Background: an optimization exercise with open tools, aiming at small area and a short achievable clock period. Do not read the settings as production practice. In this exercise RTL edits were held to simulation tests only and were not proved equivalent to the original.

==> inputs of cedar <==
Design top_module, start of the top module:
module top_module(final_out,clk,reset,load,select,qnan,snan,negzero,poszero,neginfinity,posinfinity,overflow,underflow,a,b);
Settings: LEC_CHECK=0, ABC_AREA=1, CAP_MARGIN=20, CORE_MARGIN=2, CORE_UTILIZATION=40, SLEW_MARGIN=20; clock period 110.0 ns.
run.sh (not shown) runs the stock make flow with config.mk's settings and CLKGATE_MAP_FILE= SYNTH_SCRIPT=/design/flow/synth_recipe.tcl, a recipe that flattens the netlist after the stock synthesis.
==> nickel: changes against cedar <==
--- a/flow/design.v
+++ b/flow/design.v
@@ -412,11 +412,11 @@
   input [31:0] a,b;
   output [31:0] final_out;
   input clk,reset,load;
   input [1:0] select;
   output qnan,snan,negzero,poszero,neginfinity,posinfinity,overflow,underflow;
-  localparam K1 = 3;             
+  localparam K1 = 4;             
   localparam K3 = 2;             
   localparam K2 = 13 - K1 - K3;  
   wire isdiv1 = &select;
   wire [26:0] o1a, o2a;
   md_ops ops1(isdiv1, a[22:0], b[22:0], o1a, o2a);
@@ -438,16 +438,16 @@
     if (reset) begin
       ra <= 0; rb <= 0; rsel <= 0; rdiv <= 0;
     end else if (load) begin
       ra <= a; rb <= b; rsel <= select; rdiv <= isdiv1;
     end
-  reg [26:0] rs, rbv;
-  reg [3:0] rq;
+  reg [26:0] rs, rm;
+  reg rh;
   reg [2*K1-1:0] rP, rN;
   always @(posedge clk)
     if (load) begin
-      rs <= s1; rbv <= bv1; rq <= q1; rP <= pn1_p; rN <= pn1_n;
+      rs <= s1; rm <= m1; rh <= h1; rP <= pn1_p; rN <= pn1_n;
     end
   wire agtb, altb;
   comparator u_cmp(ra[30:0], rb[30:0], agtb, altb);
   wire [31:0] addsub;
   fpadder3 u_as(ra, rb, rsel[0], agtb, altb, addsub);
@@ -456,22 +456,28 @@
   md_ops ops2(isdiv2, ra[22:0], rb[22:0], o1b, o2b);
   wire [26:0] s2, bv2, m2;
   wire h2;
   wire [3:0] q2;
   wire [2*K2-1:0] p2, n2, ls2, lc2;
+  wire [3:0] rqd, rqb, rq;
+  wire [26:0] rbv;
+  md_next nx2(rs, rm, rh, rb[22:20], rqd);
+  booth_dig bd2(rb[2*K1+1], rb[2*K1], rb[2*K1-1], rqb);
+  assign rq = isdiv2 ? rqd : rqb;
+  md_bvec bvc2(isdiv2, rm, rh, rbv);
   md_rows #(K1, K2) rows2(rs, rbv, rq, 25'b0, isdiv2, o1b, o2b, rb[22:20],
     {3'b001, rb[22:0]}, s2, bv2, q2, m2, h2, p2, n2, ls2, lc2);
   wire [2*(K1+K2)-1:0] lsv = {ls2, rP};
   wire [2*(K1+K2)-1:0] lcv = {lc2, rN};
   wire [2*(K1+K2):0] lcy;
   assign lcy[0] = 1'b0;
   genvar i;
   generate for (i = 0; i < 2*(K1+K2); i = i + 1) begin : lowc
     assign lcy[i+1] = (lsv[i] & lcv[i]) | (lsv[i] & lcy[i]) | (lcv[i] & lcy[i]);
   end endgenerate
-  wire [2*(K1+K2)-1:0] pn2_p = isdiv2 ? {rP, rq[3:2], p2[2*K2-1:2]} : {{(2*(K1+K2)-1){1'b0}}, lcy[2*(K1+K2)]};
-  wire [2*(K1+K2)-1:0] pn2_n = {rN, rq[1:0], n2[2*K2-1:2]};
+  wire [2*(K1+K2)-1:0] pn2_p = isdiv2 ? {rP, rqd[3:2], p2[2*K2-1:2]} : {{(2*(K1+K2)-1){1'b0}}, lcy[2*(K1+K2)]};
+  wire [2*(K1+K2)-1:0] pn2_n = {rN, rqd[1:0], n2[2*K2-1:2]};
   wire [7:0] ed = ra[30:23] - rb[30:23] + 8'd127;
   wire [7:0] em = ra[30:23] + rb[30:23] - 8'd127;
   wire [31:0] other = rsel[1] ? (rsel[0] ? {ra[31] ^ rb[31], ed, rb[22:0]} : {ra[31] ^ rb[31], em, ra[22:0]}) : addsub;
   wire za = ra[22:0] == 23'b0, zb = rb[22:0] == 23'b0;
   wire e0a = ra[30:23] == 8'd0, e0b = rb[30:23] == 8'd0;
CTS_BUF_LIST = sky130_fd_sc_hd__clkbuf_8   (was not set)
SLEW_MARGIN = 60   (was 20)
==> qor summary <==
Final routed wire length divided by cell count: cedar 25.6 um; nickel 24.4 um
Effective utilization at floorplan: cedar 40.4%; nickel 40.2%
Number of tap cells added at floorplan: cedar 1,403; nickel 1,414
Cts bufs inserted: cedar 35; nickel 51
Number of detailed-route iterations in the first pass: cedar 7; nickel 8
Filler Cells Inserted: cedar 11.3k; nickel 11.3k
Highest clock frequency the design can meet: cedar 0.0238 GHz; nickel 0.0248 GHz
Minimum clock period: cedar 42.02 ns; nickel 40.31 ns
Run status: cedar complete, no violations; nickel complete, no violations
Share of the synthesized netlist area taken by xor and xnor gates: cedar 4.21%; nickel 4.06%
Signal arrival time at the worst endpoint: cedar 42.46 ns; nickel 40.70 ns
Dpl cells: cedar 7,459; nickel 7,537
Final hold slack: cedar 0.411 ns; nickel 0.397 ns
All-layer global routing usage: cedar 33.6%; nickel 32.6%
Sequential share of the synthesized area: cedar 13.9%; nickel 13.8%
Full die area: cedar 0.111 mm2; nickel 0.112 mm2
Met2 GRT Util: cedar 51.5%; nickel 51.1%
Root buffer cell: cedar sky130_fd_sc_hd__clkbuf_16; nickel sky130_fd_sc_hd__clkbuf_8

* * *

==> inputs of try-delta <==
Another version of the RTL of top_module (not shown whole).
clock: 110.0 ns
lec_check: 0
abc_area: 1
cap_margin: 50
core_margin: 2
core_utilization: 40
slew_margin: 75
==> try-pepper (differences from try-delta) <==
--- a/flow/design.v
+++ b/flow/design.v
@@ -256,14 +256,28 @@
     wire x2 = (p >= 2 && p <= 25) ? x[(p >= 2 && p <= 25) ? 25 - p : 0] : 1'b0;
     assign o1[p] = isdiv ? d1 : x1;
     assign o2[p] = isdiv ? d2 : x2;
   end endgenerate
 endmodule
-module md_row #(parameter FIRST = 0, parameter CONST26 = 0)
-  (s, m, hot, x, isdiv, o1, o2, q, s_o, m_o, hot_o);
-  input  [26:0] s, m;
+module md_bvec(isdiv, m, hot, bv);
+  input  isdiv;
+  input  [26:0] m;
   input  hot;
+  output [26:0] bv;
+  genvar p;
+  generate for (p = 0; p < 27; p = p + 1) begin : col
+    if (p == 2)
+      assign bv[p] = isdiv ? hot : m[1];
+    else if (p >= 3)
+      assign bv[p] = isdiv ? m[(p >= 3) ? p - 3 : 0] : m[(p >= 3) ? p - 1 : 0];
+    else
+      assign bv[p] = 1'b0;
+  end endgenerate
+endmodule
+module md_row #(parameter FIRST = 0, parameter CONST26 = 0)
+  (s, bv, x, isdiv, o1, o2, q, s_o, m_o, hot_o);
+  input  [26:0] s, bv;
   input  [24:0] x;            
   input  isdiv;
   input  [26:0] o1, o2;
   input  [3:0] q;             
   output [26:0] s_o, m_o;
@@ -275,16 +289,11 @@
     if (FIRST) begin : f
       assign a[p] = (p <= 24) ? (isdiv & x[(p <= 24) ? p : 0]) : 1'b0;
       assign b[p] = (p == 1) ? ~isdiv : 1'b0;
     end else begin : r
       assign a[p] = (p >= 2) ? s[(p >= 2) ? p - 2 : 0] : 1'b0;
-      if (p == 2)
-        assign b[p] = isdiv ? hot : m[1];
-      else if (p >= 3)
-        assign b[p] = isdiv ? m[(p >= 3) ? p - 3 : 0] : m[(p >= 3) ? p - 1 : 0];
-      else
-        assign b[p] = 1'b0;
+      assign b[p] = bv[p];
     end
     if (p == 0)
       assign c[p] = isdiv ? sel : (CONST26 != 0);
     else if (p == 1)
       assign c[p] = isdiv ? sel : ~(q[3] | q[2]);
@@ -294,53 +303,54 @@
   assign s_o = a ^ b ^ c;
   assign m_o = (a & b) | (a & c) | (b & c);
   assign hot_o = q[3] | q[2];
 endmodule
 module md_rows #(parameter J0 = 0, parameter K = 1)
-  (s_i, m_i, hot_i, x, q_i, isdiv, o1, o2, k, y, s_o, m_o, hot_o, q_o, p, n, ls, lc);
-  input  [26:0] s_i, m_i;
-  input  hot_i;
-  input  [24:0] x;
+  (s_i, bv_i, q_i, x, isdiv, o1, o2, k, y, s_o, bv_o, q_o, m_o, hot_o, p, n, ls, lc);
+  input  [26:0] s_i, bv_i;
   input  [3:0] q_i;
+  input  [24:0] x;
   input  isdiv;
   input  [26:0] o1, o2;
   input  [2:0] k;
   input  [25:0] y;
-  output [26:0] s_o, m_o;
-  output hot_o;
+  output [26:0] s_o, bv_o, m_o;
   output [3:0] q_o;
+  output hot_o;
   output [2*K-1:0] p, n, ls, lc;
   wire [26:0] s_r [0:K];
-  wire [26:0] m_r [0:K];
-  wire [K:0] h_r;
-  wire [3:0] qd [0:K];
+  wire [26:0] b_r [0:K];
+  wire [26:0] m_r [1:K];
+  wire [K:1] h_r;
+  wire [3:0] q_r [0:K];
   assign s_r[0] = s_i;
-  assign m_r[0] = m_i;
-  assign h_r[0] = hot_i;
-  assign qd[0] = q_i;
+  assign b_r[0] = bv_i;
+  assign q_r[0] = q_i;
   genvar i;
   generate for (i = 0; i < K; i = i + 1) begin : row
-    localparam J = J0 + i;
-    wire [3:0] qb;
-    booth_dig bd(y[2*J+1], y[2*J], (J == 0) ? 1'b0 : y[(J == 0) ? 0 : 2*J-1], qb);
-    wire [3:0] q = isdiv ? qd[i] : qb;
-    md_row #(.FIRST(J == 0), .CONST26(J <= 10)) r(s_r[i], m_r[i], h_r[i], x, isdiv, o1, o2, q,
+    localparam J = J0 + i + 1;      
+    md_row #(.FIRST(J0 + i == 0), .CONST26(J0 + i <= 10)) r(s_r[i], b_r[i], x, isdiv, o1, o2, q_r[i],
       s_r[i+1], m_r[i+1], h_r[i+1]);
-    md_next nx(s_r[i+1], m_r[i+1], h_r[i+1], k, qd[i+1]);
-    assign p[2*K-1-2*i] = qd[i+1][3];
-    assign p[2*K-2-2*i] = qd[i+1][2];
-    assign n[2*K-1-2*i] = qd[i+1][1];
-    assign n[2*K-2-2*i] = qd[i+1][0];
+    md_bvec bvn(isdiv, m_r[i+1], h_r[i+1], b_r[i+1]);
+    wire [3:0] qd, qb;
+    md_next nx(s_r[i+1], m_r[i+1], h_r[i+1], k, qd);
+    booth_dig bd(J > 12 ? 1'b0 : y[J > 12 ? 0 : 2*J+1], J > 12 ? 1'b0 : y[J > 12 ? 0 : 2*J], y[J > 12 ? 0 : 2*J-1], qb);
+    assign q_r[i+1] = isdiv ? qd : qb;
+    assign p[2*K-1-2*i] = qd[3];
+    assign p[2*K-2-2*i] = qd[2];
+    assign n[2*K-1-2*i] = qd[1];
+    assign n[2*K-2-2*i] = qd[0];
     assign ls[2*i]   = s_r[i+1][26];
     assign ls[2*i+1] = s_r[i+1][25];
     assign lc[2*i]   = h_r[i+1];
     assign lc[2*i+1] = m_r[i+1][26];
   end endgenerate
   assign s_o = s_r[K];
+  assign bv_o = b_r[K];
+  assign q_o = q_r[K];
   assign m_o = m_r[K];
   assign hot_o = h_r[K];
-  assign q_o = qd[K];
 endmodule
 module md_first(xm, k, q);
   input  [22:0] xm;
   input  [2:0] k;
   output [3:0] q;
@@ -402,64 +412,72 @@
   input [31:0] a,b;
   output [31:0] final_out;
   input clk,reset,load;
   input [1:0] select;
   output qnan,snan,negzero,poszero,neginfinity,posinfinity,overflow,underflow;
-  localparam K1 = 3;             
+  localparam K1 = 4;             
   localparam K3 = 2;             
   localparam K2 = 13 - K1 - K3;  
   wire isdiv1 = &select;
   wire [26:0] o1a, o2a;
   md_ops ops1(isdiv1, a[22:0], b[22:0], o1a, o2a);
-  wire [3:0] qf;
+  wire [3:0] qf, qb0;
   md_first mf(a[22:0], b[22:20], qf);
-  wire [26:0] s1, m1;
+  booth_dig bd0(b[1], b[0], 1'b0, qb0);
+  wire [26:0] s1, bv1, m1;
   wire h1;
   wire [3:0] q1;
   wire [2*K1-1:0] p1, n1, ls1, lc1;
-  md_rows #(0, K1) rows1(27'b0, 27'b0, 1'b0, {2'b01, a[22:0]}, qf, isdiv1, o1a, o2a, b[22:20],
-    {3'b001, b[22:0]}, s1, m1, h1, q1, p1, n1, ls1, lc1);
-  wire [2*K1+1:0] pn1_p = isdiv1 ? {qf[3:2], p1} : {ls1, 2'b00};
-  wire [2*K1+1:0] pn1_n = isdiv1 ? {qf[1:0], n1} : {lc1, 2'b00};
+  md_rows #(0, K1) rows1(27'b0, 27'b0, isdiv1 ? qf : qb0, {2'b01, a[22:0]}, isdiv1, o1a, o2a, b[22:20],
+    {3'b001, b[22:0]}, s1, bv1, q1, m1, h1, p1, n1, ls1, lc1);
+  wire [2*K1-1:0] pn1_p = isdiv1 ? {qf[3:2], p1[2*K1-1:2]} : ls1;
+  wire [2*K1-1:0] pn1_n = isdiv1 ? {qf[1:0], n1[2*K1-1:2]} : lc1;
   reg [31:0] ra, rb;
   reg [1:0] rsel;
+  reg rdiv;
   always @(posedge clk)
     if (reset) begin
-      ra <= 0; rb <= 0; rsel <= 0;
+      ra <= 0; rb <= 0; rsel <= 0; rdiv <= 0;
     end else if (load) begin
-      ra <= a; rb <= b; rsel <= select;
+      ra <= a; rb <= b; rsel <= select; rdiv <= isdiv1;
     end
   reg [26:0] rs, rm;
   reg rh;
-  reg [2*K1+1:0] rP, rN;
+  reg [2*K1-1:0] rP, rN;
   always @(posedge clk)
     if (load) begin
       rs <= s1; rm <= m1; rh <= h1; rP <= pn1_p; rN <= pn1_n;
     end
   wire agtb, altb;
   comparator u_cmp(ra[30:0], rb[30:0], agtb, altb);
   wire [31:0] addsub;
   fpadder3 u_as(ra, rb, rsel[0], agtb, altb, addsub);
-  wire isdiv2 = &rsel;
+  wire isdiv2 = rdiv;
   wire [26:0] o1b, o2b;
   md_ops ops2(isdiv2, ra[22:0], rb[22:0], o1b, o2b);
-  wire [26:0] s2, m2;
+  wire [26:0] s2, bv2, m2;
   wire h2;
   wire [3:0] q2;
   wire [2*K2-1:0] p2, n2, ls2, lc2;
-  md_rows #(K1, K2) rows2(rs, rm, rh, 25'b0, {rP[1:0], rN[1:0]}, isdiv2, o1b, o2b, rb[22:20],
-    {3'b001, rb[22:0]}, s2, m2, h2, q2, p2, n2, ls2, lc2);
-  wire [2*(K1+K2)-1:0] lsv = {ls2, rP[2*K1+1:2]};
-  wire [2*(K1+K2)-1:0] lcv = {lc2, rN[2*K1+1:2]};
+  wire [3:0] rqd, rqb, rq;
+  wire [26:0] rbv;
+  md_next nx2(rs, rm, rh, rb[22:20], rqd);
+  booth_dig bd2(rb[2*K1+1], rb[2*K1], rb[2*K1-1], rqb);
+  assign rq = isdiv2 ? rqd : rqb;
+  md_bvec bvc2(isdiv2, rm, rh, rbv);
+  md_rows #(K1, K2) rows2(rs, rbv, rq, 25'b0, isdiv2, o1b, o2b, rb[22:20],
+    {3'b001, rb[22:0]}, s2, bv2, q2, m2, h2, p2, n2, ls2, lc2);
+  wire [2*(K1+K2)-1:0] lsv = {ls2, rP};
+  wire [2*(K1+K2)-1:0] lcv = {lc2, rN};
   wire [2*(K1+K2):0] lcy;
   assign lcy[0] = 1'b0;
   genvar i;
   generate for (i = 0; i < 2*(K1+K2); i = i + 1) begin : lowc
     assign lcy[i+1] = (lsv[i] & lcv[i]) | (lsv[i] & lcy[i]) | (lcv[i] & lcy[i]);
   end endgenerate
-  wire [2*(13-K3)-1:0] pn2_p = isdiv2 ? {rP, p2} : {{(2*(13-K3)-3){1'b0}}, rb[22:21], lcy[2*(K1+K2)]};
-  wire [2*(13-K3)-1:0] pn2_n = {rN, n2};
+  wire [2*(K1+K2)-1:0] pn2_p = isdiv2 ? {rP, rqd[3:2], p2[2*K2-1:2]} : {{(2*(K1+K2)-1){1'b0}}, lcy[2*(K1+K2)]};
+  wire [2*(K1+K2)-1:0] pn2_n = {rN, rqd[1:0], n2[2*K2-1:2]};
   wire [7:0] ed = ra[30:23] - rb[30:23] + 8'd127;
   wire [7:0] em = ra[30:23] + rb[30:23] - 8'd127;
   wire [31:0] other = rsel[1] ? (rsel[0] ? {ra[31] ^ rb[31], ed, rb[22:0]} : {ra[31] ^ rb[31], em, ra[22:0]}) : addsub;
   wire za = ra[22:0] == 23'b0, zb = rb[22:0] == 23'b0;
   wire e0a = ra[30:23] == 8'd0, e0b = rb[30:23] == 8'd0;
@@ -469,34 +487,34 @@
   wire o_qn = (e1a & ra[22]) | (e1b & rb[22]);
   wire o_nz = (za & e0a & ra[31]) | (zb & e0b & rb[31]);
   wire o_ni = (ra[31] & e1a & za) | (rb[31] & e1b & zb);
   reg [31:0] r_other;
   reg r_div, r_mul, r_v;
-  reg [26:0] r_s, r_m;
-  reg r_h;
-  reg [2*(13-K3)-1:0] r_P, r_N;
+  reg [26:0] r_s, r_bv;
+  reg [3:0] r_q;
+  reg [2*(K1+K2)-1:0] r_P, r_N;
   reg [4:0] r_of;
   always @(posedge clk)
     if (reset) begin
       r_other <= 0; r_div <= 0; r_mul <= 0; r_v <= 0;
     end else begin
       r_other <= other; r_div <= &rsel; r_mul <= rsel[1] & ~rsel[0]; r_v <= 1'b1;
     end
   always @(posedge clk) begin
-    r_s <= s2; r_m <= m2; r_h <= h2; r_P <= pn2_p; r_N <= pn2_n;
+    r_s <= s2; r_bv <= bv2; r_q <= q2; r_P <= pn2_p; r_N <= pn2_n;
     r_of <= {o_pz, o_sn, o_qn, o_nz, o_ni};
   end
   wire [26:0] o1c, o2c;
   md_ops ops3(r_div, r_other[22:0], r_other[22:0], o1c, o2c);
-  wire [26:0] s3, m3;
+  wire [26:0] s3, bv3, m3;
   wire h3;
   wire [3:0] q3;
   wire [2*K3-1:0] p3, n3, ls3, lc3;
-  md_rows #(13-K3, K3) rows3(r_s, r_m, r_h, 25'b0, {r_P[1:0], r_N[1:0]}, r_div, o1c, o2c, r_other[22:20],
-    {3'b001, r_P[2:1], 21'b0}, s3, m3, h3, q3, p3, n3, ls3, lc3);
+  md_rows #(13-K3, K3) rows3(r_s, r_bv, r_q, 25'b0, r_div, o1c, o2c, r_other[22:20],
+    {3'b001, 23'b0}, s3, bv3, q3, m3, h3, p3, n3, ls3, lc3);
   wire [31:0] z, zm;
-  div_final u_dfin(s3, m3, h3, r_other[22:0], {r_P, p3[2*K3-1:2*K3-2]}, {r_N, n3[2*K3-1:2*K3-2]},
+  div_final u_dfin(s3, m3, h3, r_other[22:0], {r_P, r_q[3:2], p3[2*K3-1:2]}, {r_N, r_q[1:0], n3[2*K3-1:2]},
     r_other[30:23], r_other[31], z);
   mul_final #(K3) u_mfin(s3, m3, ls3, lc3, r_P[0], r_other[30:23], r_other[31], zm);
   wire [31:0] result = r_div ? z : (r_mul ? zm : r_other);
   wire [22:0] fm = result[22:0];
   wire [7:0] fe = result[30:23];
Settings changed: CAP_MARGIN 50 to 20, CORE_UTILIZATION 40 to 55, SLEW_MARGIN 75 to 60.
==> comparison <==
Of try-delta and try-pepper, try-delta has the higher worst setup slack (gap 0.76 ns).
In try-delta the utilization is lower than in try-pepper, by 13 points.
try-delta completed with no timing, DRC or antenna violations. try-pepper completed without violations.
Against try-delta, the wire length of try-pepper is lower by about 9%.
In try-delta the design area is larger than in try-pepper, by about 8%.

afterwards: timing with drivers on the ports:
No port has a modelled driver above. Below, the same layouts with a new extraction and two added sets of constraints. Step 1 sets driving cells, clkbuf_16 on the clock port and buf_2 on the other inputs (assumed; they add their load-dependent delay and slew). Step 2 moves the port delays by t, midway between the first and last clock arrival at a register: inputs arrive t later, outputs are due t later. That takes back most of the time a late clock gives input paths. Slacks: ideal ports / drivers / drivers and shift; pairs: ideal ports / drivers.
run | t, ns | setup WS [ns] | hold WS [ns] | pins driven straight from the clock port
cedar | 0.617 | 67.977 / 67.977 / 67.977 | 0.411 / 0.411 / 0.411 | 1
nickel | 0.732 | 69.688 / 69.738 / 69.007 | 0.397 / 0.397 / 0.397 | 1
try-delta | 0.637 | 70.875 / 70.875 / 70.875 | 0.391 / 0.391 / 0.391 | 1
try-pepper | 0.676 | 70.118 / 70.047 / 69.723 | 0.385 / 0.385 / 0.385 | 1
After both steps every run listed still meets setup and hold. The setup slack of nickel, which loses most, moves by +0.050 ns with the drivers and by -0.681 ns with both steps.
